From an optimization exercise on the open Yosys and OpenROAD flow, aimed at small area, a short achievable clock period and few clock cycles; shortcuts taken in it are not production practice.
RTL that was checked went through simulation tests only; none was proved equivalent to the original.
Power is estimated from default activity; no workload was simulated.

## divider
module divider(
	input wire [31:0] dividend,
	input wire [31:0] divisor,
	input clk,
	input rst,
	input start,
	output wire [31:0] quotient,
	output wire [31:0] remainder,
	output wire busy,
	output wire done
);
For scale: ~1100 cells after synthesis, ~8900 µm² of cells after synthesis.
==> flow/config.mk <==
export PLATFORM = sky130hd
export DESIGN_NAME = divider
export DESIGN_NICKNAME = divider
export VERILOG_FILES = /design/flow/design.v
export SDC_FILE = /design/flow/constraint.sdc
export NUM_CORES = 4
export LEC_CHECK = 0
export CAP_MARGIN = 20
export CORE_MARGIN = 2
export CORE_UTILIZATION = 50
export PLACE_DENSITY = 0.6
export SETUP_SLACK_MARGIN = 2.5
export SLEW_MARGIN = 20
==> flow/constraint.sdc <==
create_clock -name core_clock -period 8.0 [get_ports {clk}]
set_input_delay 1.6000 -clock core_clock [delete_from_list [all_inputs] [get_ports {clk}]]
set_output_delay 1.6000 -clock core_clock [all_outputs]
set_load 0.01 [all_outputs]
standard.sh (not shown) runs the stock make flow with config.mk's settings and CLKGATE_MAP_FILE= SYNTH_SCRIPT=/design/flow/synth_recipe.tcl, a recipe that flattens the netlist after the stock synthesis.
==> flow/flow/run.sh <==
#!/bin/bash
set -euo pipefail
export BUFFER_PORTS_ARGS="-buffer_cell sky130_fd_sc_hd__buf_1"
export CTS_ARGS="-sink_clustering_enable -repair_clock_nets -dont_use_dummy_load"
bash standard.sh > standard_flow.log 2>&1
The starting point produced a clean layout.
Testbench counts at the start, summed over its fixed seeds: cycles 5,255.
Edit:
--- a/flow/design.v
+++ b/flow/design.v
@@ -4,22 +4,21 @@
 	input clk,
 	input rst,
 	input start,
 	output wire [31:0] quotient,
 	output wire [31:0] remainder,
 	output wire busy,
 	output wire done
 );
 	reg [31:0] q;
 	reg [31:0] r;
-	reg [32:0] dn;        
-	wire [32:0] d = ~dn;
+	reg [32:0] d;
 	reg running;
 	reg done_r;
 	assign quotient = q;
 	assign remainder = r;
 	assign busy = running;
 	assign done = done_r;
 	function [5:0] lzc;
 		input [31:0] x;
 		reg [15:0] v1; reg [15:0] c1;
 		reg [7:0] v2; reg [15:0] c2;
@@ -333,21 +332,21 @@
 	wire sb_G5_28 = sb_G4_28 | (sb_P4_28 & sb_G4_15);
 	wire sb_G5_29 = sb_G4_29 | (sb_P4_29 & sb_G4_15);
 	wire sb_G5_30 = sb_G4_30 | (sb_P4_30 & sb_G4_15);
 	wire sb_G5_31 = sb_G4_31 | (sb_P4_31 & sb_G4_15);
 	wire [31:0] sb_cv = {sb_G5_30, sb_G5_29, sb_G5_28, sb_G5_27, sb_G5_26, sb_G5_25, sb_G5_24, sb_G5_23, sb_G5_22, sb_G5_21, sb_G5_20, sb_G5_19, sb_G5_18, sb_G5_17, sb_G5_16, sb_G4_15, sb_G4_14, sb_G4_13, sb_G4_12, sb_G4_11, sb_G4_10, sb_G4_9, sb_G4_8, sb_G3_7, sb_G3_6, sb_G3_5, sb_G3_4, sb_G2_3, sb_G2_2, sb_G1_1, sb_G0_0, 1'b1};
 	wire [31:0] sb_d = sb_p ^ sb_cv;
 	wire sb_c = sb_G5_31;
 	wire ge2 = sb_c;
 	wire [31:0] r2 = ge2 ? sb_d : r1;
 	always @(posedge clk)
-		dn <= running ? {2'b11, dn[32:2]} : ~s4;
+		d <= running ? d >> 2 : s4;
 	wire trivial = b_zero | b_one | a_less;
 	wire [31:0] mark = 32'h40000000 >> {sh[4:1], 1'b0};
 	wire acc = ~running & start;
 	wire hold = ~running & ~start;
 	always @(posedge clk) begin
 		r <= ({32{acc}} & dividend & {32{~b_one}}) | ({32{running}} & r2) | ({32{hold}} & r);
 		q <= ({32{acc}} & ({32{b_zero}} | (dividend & {32{b_one}}) | (mark & {32{~trivial}})))
 			| ({32{running}} & {q[29:0], ge1, ge2}) | ({32{hold}} & q);
 	end
 	always @(posedge clk) begin
After rerunning: Wire length rose by 3.1%; setup slack improved by 0.014 ns; sequential cell count stays the same; clock-buffer cell count is unchanged; clock power rose by about 2%; critical path depth rose by 1; cell count rose by 4.2%; synthesized cell count rose by 6.0%; power rose by 5.6%; die area rose by 2.2%; cell area rose by 0.66%; area after synthesis rose by 2.3%.
Testbench counts after the change, summed over its fixed seeds: cycles 5,255.


Setup of the previous run:
Another version of the RTL of divider (not shown whole).
For scale: about 130 I/O pins.
==> module divider, before the edit <==
module divider(
	input wire [31:0] dividend,
	input wire [31:0] divisor,
	input clk,
	input rst,
	input start,
	output wire [31:0] quotient,
	output wire [31:0] remainder,
	output wire busy,
	output wire done
);
	reg [31:0] q;
	reg [31:0] r;
	reg [32:0] d;
	reg [3:0] cnt;
	reg running;
	reg align;
	reg done_r;
	assign quotient = q;
	assign remainder = r;
	assign busy = running;
	assign done = done_r;
	function [5:0] lzc;
		input [31:0] x;
		integer k;
		begin
			lzc = 6'd32;
			for (k = 0; k < 32; k = k + 1)
				if (x[k]) lzc = 6'd31 - k;
		end
	endfunction
	wire [5:0] zr = lzc(r);
	wire [5:0] zd = lzc(d[31:0]);
	wire d_zero = (d[31:0] == 32'd0);
	wire r_less = (zr > zd);             
	wire [4:0] sh = zd[4:0] - zr[4:0];    
	wire [32:0] d1 = d >> 1;
	wire [33:0] diff1 = {2'b0, r} - {1'b0, d};
	wire ge1 = ~diff1[33];
	wire [31:0] r1 = ge1 ? diff1[31:0] : r;
	wire [32:0] diff2 = {1'b0, r1} - {1'b0, d1[31:0]};
	wire ge2 = ~diff2[32];
	wire [31:0] r2 = ge2 ? diff2[31:0] : r1;
	always @(posedge clk) begin
		if (rst) begin
			running <= 1'b0;
			done_r <= 1'b0;
			align <= 1'b0;
		end
		else if (!running) begin
			if (start) begin
				r <= dividend;
				d <= {1'b0, divisor};
				running <= 1'b1;
				align <= 1'b1;
				done_r <= 1'b0;
			end
		end
		else if (align) begin
			align <= 1'b0;
			q <= {32{d_zero}};
			d <= {d[31:0], 1'b0} << {sh[4:1], 1'b0};
			cnt <= sh[4:1];
			if (d_zero || r_less) begin
				running <= 1'b0;
				done_r <= 1'b1;
			end
		end
		else begin
			r <= r2;
			q <= {q[29:0], ge1, ge2};
			d <= d >> 2;
			cnt <= cnt - 4'd1;
			if (cnt == 4'd0) begin
				running <= 1'b0;
				done_r <= 1'b1;
			end
		end
	end
endmodule
Settings: LEC_CHECK=0, CAP_MARGIN=20, CORE_MARGIN=2, CORE_UTILIZATION=40, PLACE_DENSITY=0.6, SLEW_MARGIN=20; clock period 8.0 ns.
run.sh (not shown) runs the stock make flow with config.mk's settings and CLKGATE_MAP_FILE= SYNTH_SCRIPT=/design/flow/synth_recipe.tcl, a recipe that flattens the netlist after the stock synthesis.
Stock flow here: none of the scripts above is used.
Testbench counts of the previous run, summed over its fixed seeds: cycles 7,313.
## Diff of input files: the current run against the previous run
==> flow/design.v <==
module divider(
	input wire [31:0] dividend,
	input wire [31:0] divisor,
	input clk,
	input rst,
	input start,
	output wire [31:0] quotient,
	output wire [31:0] remainder,
	output wire busy,
	output wire done
);
	reg [31:0] q;
	reg [31:0] r;
	reg [31:0] d;
	reg [4:0] cnt;
	reg running;
	reg align;
	reg done_r;
	assign quotient = q;
	assign remainder = r;
	assign busy = running;
	assign done = done_r;
	function [5:0] lzc;
		input [31:0] x;
		integer k;
		begin
			lzc = 6'd32;
			for (k = 0; k < 32; k = k + 1)
				if (x[k]) lzc = 6'd31 - k;
		end
	endfunction
	wire [5:0] zr = lzc(r);
	wire [5:0] zd = lzc(d);
	wire d_zero = (d == 32'd0);
	wire r_less = (zr > zd);            
	wire [4:0] sh = zd[4:0] - zr[4:0];   
	wire [32:0] diff = {1'b0, r} - {1'b0, d};
	wire ge = ~diff[32];
	always @(posedge clk) begin
		if (rst) begin
			running <= 1'b0;
			done_r <= 1'b0;
			align <= 1'b0;
		end
		else if (!running) begin
			if (start) begin
				r <= dividend;
				d <= divisor;
				running <= 1'b1;
				align <= 1'b1;
				done_r <= 1'b0;
			end
		end
		else if (align) begin
			align <= 1'b0;
			q <= {32{d_zero}};
			d <= d << sh;
			cnt <= sh;
			if (d_zero || r_less) begin
				running <= 1'b0;
				done_r <= 1'b1;
			end
		end
		else begin
			if (ge) r <= diff[31:0];
			q <= {q[30:0], ge};
			d <= d >> 1;
			cnt <= cnt - 5'd1;
			if (cnt == 5'd0) begin
				running <= 1'b0;
				done_r <= 1'b1;
			end
		end
	end
endmodule
[summary]
Looking at leading cell type in the layout, fill and taps excluded, the sky130_fd_sc_hd__clkdlybuf4s50_1 result is from the current run; the sky130_fd_sc_hd__nand2_1 one comes from the previous run.
The clock power in the previous run is 0.945 times that in the current run.
Relative to the previous run, the areal power density over the cells measured on the current run has decreased by more than 10%.
Diff the current run and the previous run: share of cells above drive strength 1 higher in the current run
From the previous run to the current run, max-slew violation count did not move at all.
Side by side, arithmetic-cell share of the synthesized area counting full adders, half adders and majority gates turned out lower in the current run than in the previous run.
The previous run ended up with r[0]$_DFFE_PP_ as its termination of the worst setup path; the current run ended up with d[30]$_DFFE_PP_.
Testbench counts of the current run, summed over its fixed seeds: cycles 12,180.


Setup of old:
RTL: one of the versions met above, not the one the previous note started from.
Size: about 99 flip-flops, roughly 9100 um2 of cells after synthesis.
clock: 8.0 ns
lec_check: 0
cap_margin: 20
core_margin: 2
core_utilization: 40
place_density: 0.6
setup_slack_margin: 2.5
slew_margin: 20
standard.sh (not shown) runs the stock make flow with config.mk's settings and CLKGATE_MAP_FILE= SYNTH_SCRIPT=/design/flow/synth_recipe.tcl, a recipe that flattens the netlist after the stock synthesis.
Scripts as last shown in full above: flow/flow/run.sh
Testbench counts of old, summed over its fixed seeds: cycles 5,255.
Relative to old, the following input files were edited for new:
--- a/flow/design.v
+++ b/flow/design.v
@@ -7,15 +7,16 @@
 	output wire [31:0] quotient,
 	output wire [31:0] remainder,
 	output wire busy,
 	output wire done
 );
 	reg [31:0] q;
 	reg [31:0] r;
-	reg [32:0] d;
+	reg [32:0] dn;        
+	wire [32:0] d = ~dn;
 	reg running;
 	reg done_r;
 	assign quotient = q;
 	assign remainder = r;
 	assign busy = running;
 	assign done = done_r;
 	function [5:0] lzc;
@@ -335,15 +336,15 @@
 	wire sb_G5_31 = sb_G4_31 | (sb_P4_31 & sb_G4_15);
 	wire [31:0] sb_cv = {sb_G5_30, sb_G5_29, sb_G5_28, sb_G5_27, sb_G5_26, sb_G5_25, sb_G5_24, sb_G5_23, sb_G5_22, sb_G5_21, sb_G5_20, sb_G5_19, sb_G5_18, sb_G5_17, sb_G5_16, sb_G4_15, sb_G4_14, sb_G4_13, sb_G4_12, sb_G4_11, sb_G4_10, sb_G4_9, sb_G4_8, sb_G3_7, sb_G3_6, sb_G3_5, sb_G3_4, sb_G2_3, sb_G2_2, sb_G1_1, sb_G0_0, 1'b1};
 	wire [31:0] sb_d = sb_p ^ sb_cv;
 	wire sb_c = sb_G5_31;
 	wire ge2 = sb_c;
 	wire [31:0] r2 = ge2 ? sb_d : r1;
 	always @(posedge clk)
-		d <= running ? d >> 2 : s4;
+		dn <= running ? {2'b11, dn[32:2]} : ~s4;
 	wire trivial = b_zero | b_one | a_less;
 	wire [31:0] mark = 32'h40000000 >> {sh[4:1], 1'b0};
 	wire acc = ~running & start;
 	wire hold = ~running & ~start;
 	always @(posedge clk) begin
 		r <= ({32{acc}} & dividend & {32{~b_one}}) | ({32{running}} & r2) | ({32{hold}} & r);
 		q <= ({32{acc}} & ({32{b_zero}} | (dividend & {32{b_one}}) | (mark & {32{~trivial}})))
Results
Diff old -> new | utilization | increase of 2.7 points
Summary of new over old: wire length of the first global-routing pass shows a reduction of about 0.3%; data arrival time of the critical path up 0.14 ns; number of synthesized flops with an enable pin held steady; non-clock buffer count +29; portion of total power attributed to combinational logic fell by 2.2 points.
Between new and old, final critical delay including setup and external delays is lower for old, new comes in above that.
Compared with old, new shows a lower total number of nets in the final design.
In new, number of setup buffers added after CTS is higher than in old.
In new, the synthesized cell count came out 66 below the value in old.
old has lower post-route cell area than new.
Testbench counts of new, summed over its fixed seeds: cycles 5,255.


## the reference run
divider, a different RTL version from the one above (not shown whole).
Size in the first run: ~1100 cells after synthesis, ~99 flip-flops, about 130 I/O pins, about 9500 um2 of cells after synthesis.
==> flow/config.mk <==
export PLATFORM = sky130hd
export DESIGN_NAME = divider
export DESIGN_NICKNAME = divider
export VERILOG_FILES = /design/flow/design.v
export SDC_FILE = /design/flow/constraint.sdc
export NUM_CORES = 4
export LEC_CHECK = 0
export CAP_MARGIN = 20
export CORE_MARGIN = 2
export CORE_UTILIZATION = 40
export PLACE_DENSITY = 0.6
export SETUP_SLACK_MARGIN = 2
export SLEW_MARGIN = 20
==> flow/constraint.sdc <==
create_clock -name core_clock -period 8.0 [get_ports {clk}]
set_input_delay 1.6000 -clock core_clock [delete_from_list [all_inputs] [get_ports {clk}]]
set_output_delay 1.6000 -clock core_clock [all_outputs]
set_load 0.01 [all_outputs]
==> flow/flow/run.sh <==
#!/bin/bash
set -euo pipefail
export BUFFER_PORTS_ARGS="-buffer_cell sky130_fd_sc_hd__buf_1"
bash standard.sh > standard_flow.log 2>&1
Testbench counts of the reference run, summed over its fixed seeds: cycles 5,255.
Relative to the reference run, the following input files were edited for the trial run:
-- flow/design.v --
<<< the reference run, line 343
	wire trivial = b_zero | b_one | a_less;
	wire [31:0] mark = 32'h40000000 >> {sh[4:1], 1'b0};
	always @(posedge clk) begin
		if (rst) begin
>>> the trial run, line 343
	wire trivial = b_zero | b_one | a_less;
	wire [31:0] mark = 32'h40000000 >> {sh[4:1], 1'b0};
	wire acc = ~running & start;
	wire hold = ~running & ~start;
	always @(posedge clk) begin
		r <= ({32{acc}} & dividend & {32{~b_one}}) | ({32{running}} & r2) | ({32{hold}} & r);
		q <= ({32{acc}} & ({32{b_zero}} | (dividend & {32{b_one}}) | (mark & {32{~trivial}})))
			| ({32{running}} & {q[29:0], ge1, ge2}) | ({32{hold}} & q);
	end
	always @(posedge clk) begin
		if (rst) begin
<<< the reference run, line 350
		else if (!running) begin
			if (start) begin
				r <= dividend & {32{~b_one}};
				q <= {32{b_zero}} | (dividend & {32{b_one}}) | (mark & {32{~trivial}});
				running <= ~trivial;
				done_r <= trivial;
			end
		end
		else begin
			r <= r2;
			q <= {q[29:0], ge1, ge2};
			if (q[30]) begin
				running <= 1'b0;
				done_r <= 1'b1;
			end
		end
	end
>>> the trial run, line 357
		else if (!running) begin
			if (start) begin
				running <= ~trivial;
				done_r <= trivial;
			end
		end
		else if (q[30]) begin
			running <= 1'b0;
			done_r <= 1'b1;
		end
	end
Cell area in the trial run is about 6% below the reference run.
Going from the reference run to the trial run, the met3 layer usage reported by global route was found to have gone down by 1.7 points.
Global placer's final weighted congestion: the trial run < the reference run
Looking only at layout multi-input combinational cell count, and setting everything else aside, the higher value of the trial run and the reference run goes to the trial run.
The reference run → the trial run: global-route usage went down, vias after detailed routing went down.
Core utilization: the trial run lower than the reference run
Summary of the trial run over the reference run: combinational logic power now sits higher; standby leakage power saw an increase; post-layout worst setup margin moved up.
Testbench counts of the trial run, summed over its fixed seeds: cycles 5,255.


violet:
divider, a different RTL version from the one above (not shown whole).
Size: about 130 I/O pins, ~10000 µm² of cells after synthesis.
==> module divider, before the edit <==
module divider(
	input wire [31:0] dividend,
	input wire [31:0] divisor,
	input clk,
	input rst,
	input start,
	output wire [31:0] quotient,
	output wire [31:0] remainder,
	output wire busy,
	output wire done
);
	reg [31:0] q;
	reg [31:0] r;
	reg [32:0] d;
	reg [3:0] cnt;
	reg running;
	reg done_r;
	assign quotient = q;
	assign remainder = r;
	assign busy = running;
	assign done = done_r;
	function [5:0] lzc;
		input [31:0] x;
		reg [15:0] v1; reg [15:0] c1;
		reg [7:0] v2; reg [15:0] c2;
		reg [3:0] v3; reg [11:0] c3;
		reg [1:0] v4; reg [7:0] c4;
		reg v5; reg [4:0] c5;
		integer k;
		begin
			for (k = 0; k < 16; k = k + 1) begin
				v1[k] = x[2*k+1] | x[2*k];
				c1[k] = ~x[2*k+1];
			end
			for (k = 0; k < 8; k = k + 1) begin
				v2[k] = v1[2*k+1] | v1[2*k];
				c2[2*k+:2] = v1[2*k+1] ? {1'b0, c1[2*k+1]} : {1'b1, c1[2*k]};
			end
			for (k = 0; k < 4; k = k + 1) begin
				v3[k] = v2[2*k+1] | v2[2*k];
				c3[3*k+:3] = v2[2*k+1] ? {1'b0, c2[4*k+2+:2]} : {1'b1, c2[4*k+:2]};
			end
			for (k = 0; k < 2; k = k + 1) begin
				v4[k] = v3[2*k+1] | v3[2*k];
				c4[4*k+:4] = v3[2*k+1] ? {1'b0, c3[6*k+3+:3]} : {1'b1, c3[6*k+:3]};
			end
			v5 = v4[1] | v4[0];
			c5 = v4[1] ? {1'b0, c4[7:4]} : {1'b1, c4[3:0]};
			lzc = v5 ? {1'b0, c5} : 6'd32;
		end
	endfunction
	wire [5:0] za = lzc(dividend);
	wire [5:0] zb = lzc(divisor);
	wire b_zero = (divisor == 32'd0);
	wire a_less = (za > zb);              
	wire [4:0] sh = zb[4:0] - za[4:0];    
	wire [32:0] s0 = {divisor, 1'b0};
	wire [32:0] s1 = sh[1] ? {s0[30:0], 2'b0} : s0;
	wire [32:0] s2 = sh[2] ? {s1[28:0], 4'b0} : s1;
	wire [32:0] s3 = sh[3] ? {s2[24:0], 8'b0} : s2;
	wire [32:0] s4 = sh[4] ? {s3[16:0], 16'b0} : s3;
	wire [32:0] d1 = d >> 1;
	wire [33:0] diff1 = {2'b0, r} - {1'b0, d};
	wire ge1 = ~diff1[33];
	wire [31:0] r1 = ge1 ? diff1[31:0] : r;
	wire [32:0] diff2 = {1'b0, r1} - {1'b0, d1[31:0]};
	wire ge2 = ~diff2[32];
	wire [31:0] r2 = ge2 ? diff2[31:0] : r1;
	always @(posedge clk) begin
		if (rst) begin
			running <= 1'b0;
			done_r <= 1'b0;
		end
		else if (!running) begin
			if (start) begin
				r <= dividend;
				d <= s4;
				cnt <= sh[4:1];
				q <= {32{b_zero}};
				running <= ~(b_zero | a_less);
				done_r <= b_zero | a_less;
			end
		end
		else begin
			r <= r2;
			q <= {q[29:0], ge1, ge2};
			d <= d >> 2;
			cnt <= cnt - 4'd1;
			if (cnt == 4'd0) begin
				running <= 1'b0;
				done_r <= 1'b1;
			end
		end
	end
endmodule
Settings: LEC_CHECK=0, CAP_MARGIN=20, CORE_MARGIN=2, CORE_UTILIZATION=40, PLACE_DENSITY=0.6, SLEW_MARGIN=20; clock period 8.0 ns.
run.sh (not shown) runs the stock make flow with config.mk's settings and CLKGATE_MAP_FILE= SYNTH_SCRIPT=/design/flow/synth_recipe.tcl, a recipe that flattens the netlist after the stock synthesis.
Stock flow here: none of the scripts above is used.
Testbench counts of violet, summed over its fixed seeds: cycles 6,289.
## Diff of input files: ember against violet
==> flow/design.v <==
module divider(
	input wire [31:0] dividend,
	input wire [31:0] divisor,
	input clk,
	input rst,
	input start,
	output wire [31:0] quotient,
	output wire [31:0] remainder,
	output wire busy,
	output wire done
);
	reg [31:0] q;
	reg [31:0] r;
	reg [32:0] d;         
	reg [3:0] cnt;
	reg running;
	reg done_r;
	assign quotient = q;
	assign remainder = r;
	assign busy = running;
	assign done = done_r;
	function [5:0] lzc;
		input [31:0] x;
		integer k;
		begin
			lzc = 6'd32;
			for (k = 0; k < 32; k = k + 1)
				if (x[k]) lzc = 6'd31 - k;
		end
	endfunction
	wire [5:0] za = lzc(dividend);
	wire [5:0] zb = lzc(divisor);
	wire b_zero = (divisor == 32'd0);
	wire a_less = (za > zb);              
	wire [4:0] sh = zb[4:0] - za[4:0];    
	wire [32:0] s0 = {divisor, 1'b0};
	wire [32:0] s1 = sh[1] ? {s0[30:0], 2'b0} : s0;
	wire [32:0] s2 = sh[2] ? {s1[28:0], 4'b0} : s1;
	wire [32:0] s3 = sh[3] ? {s2[24:0], 8'b0} : s2;
	wire [32:0] s4 = sh[4] ? {s3[16:0], 16'b0} : s3;
	wire [31:0] h = d[32:1];
	wire [32:0] t1 = {1'b0, r} - {1'b0, h};
	wire [33:0] t2 = {2'b0, r} - {1'b0, d};
	wire [34:0] xr = {3'b0, r};
	wire [34:0] xd = ~{2'b0, d};
	wire [34:0] xh = ~{3'b0, h};
	wire [34:0] cs_s = xr ^ xd ^ xh;
	wire [34:0] cs_c = (xr & xd) | (xr & xh) | (xd & xh);
	wire [34:0] t3 = cs_s - ~{cs_c[33:0], 1'b1};
	wire g1 = ~t1[32];
	wire g2 = ~t2[33];
	wire g3 = ~t3[34];
	wire q1 = g2;
	wire q0 = g3 | (g1 & ~g2);
	wire [31:0] rn = g3 ? t3[31:0] : g2 ? t2[31:0] : g1 ? t1[31:0] : r;
	always @(posedge clk) begin
		if (rst) begin
			running <= 1'b0;
			done_r <= 1'b0;
		end
		else if (!running) begin
			if (start) begin
				r <= dividend;
				d <= s4;
				cnt <= sh[4:1];
				q <= {32{b_zero}};
				running <= ~(b_zero | a_less);
				done_r <= b_zero | a_less;
			end
		end
		else begin
			r <= rn;
			q <= {q[29:0], q1, q0};
			d <= d >> 2;
			cnt <= cnt - 4'd1;
			if (cnt == 4'd0) begin
				running <= 1'b0;
				done_r <= 1'b1;
			end
		end
	end
endmodule
Notes after the runs:
For synthesized cell count, dividing the value from violet by the value from ember gives 0.879.
Going from violet to ember, multi-input combinational cell count grew by more than 10%.
Compare violet and ember | synthesized-area fraction occupied by adder cells lower: violet
Taking ember as 1.0, violet lands at 0.875 on non-filler instance count after layout.
Going from violet to ember, fmax shrank slightly.
Between ember and violet, it is ember whose critical path depth is higher, by 3.
ember vs. violet: parity-gate share of the synthesized area counting xor and xnor cells increased by 0.75 points relative to the old numbers; via count of the first global-routing pass increased by 1577 relative to the old numbers; post-synthesis mux area share decreased by 1.0 points relative to the old numbers; wire length reported by the detailed router increased by about 19% relative to the old numbers.
No functional check of the RTL was part of ember.

port drivers added, routing unchanged:
In the flow no input, the clock included, has a driving cell. The finished layouts below were timed again as built, in two steps. Step 1: set_driving_cell puts a clkbuf_16 on clk and a buf_2 on each other input, an assumption about the parent block. Step 2, shift: input delay + t, output delay - t, t = (earliest + latest rising clock arrival at the registers) / 2. This alone moves slack from input paths to output paths. Three values: ideal ports, drivers, drivers and shift; two values: the first two.
run | t, ns | setup slack, ns | cell pins on the clock port's net
the first run of note 1 | 0.394 | 2.646 / 2.663 / 2.269 | 1
the second run of note 1 | 0.396 | 2.659 / 2.688 / 2.292 | 1
the previous run | 0.411 | 1.402 / 1.402 / 1.402 | 1
the current run | 0.412 | 2.906 / 2.906 / 2.906 | 1
old | 0.397 | 2.673 / 2.699 / 2.302 | 1
new | 0.392 | 2.539 / 2.539 / 2.267 | 1
the reference run | 0.404 | 2.216 / 2.216 / 1.923 | 1
the trial run | 0.405 | 2.242 / 2.267 / 1.861 | 1
violet | 0.407 | 1.482 / 1.504 / 1.097 | 1
ember | 0.417 | 1.382 / 1.402 / 0.984 | 1
After both steps every run listed still meets setup and hold. The setup slack of ember, which loses most, moves by +0.020 ns with the drivers and by -0.398 ns with both steps.
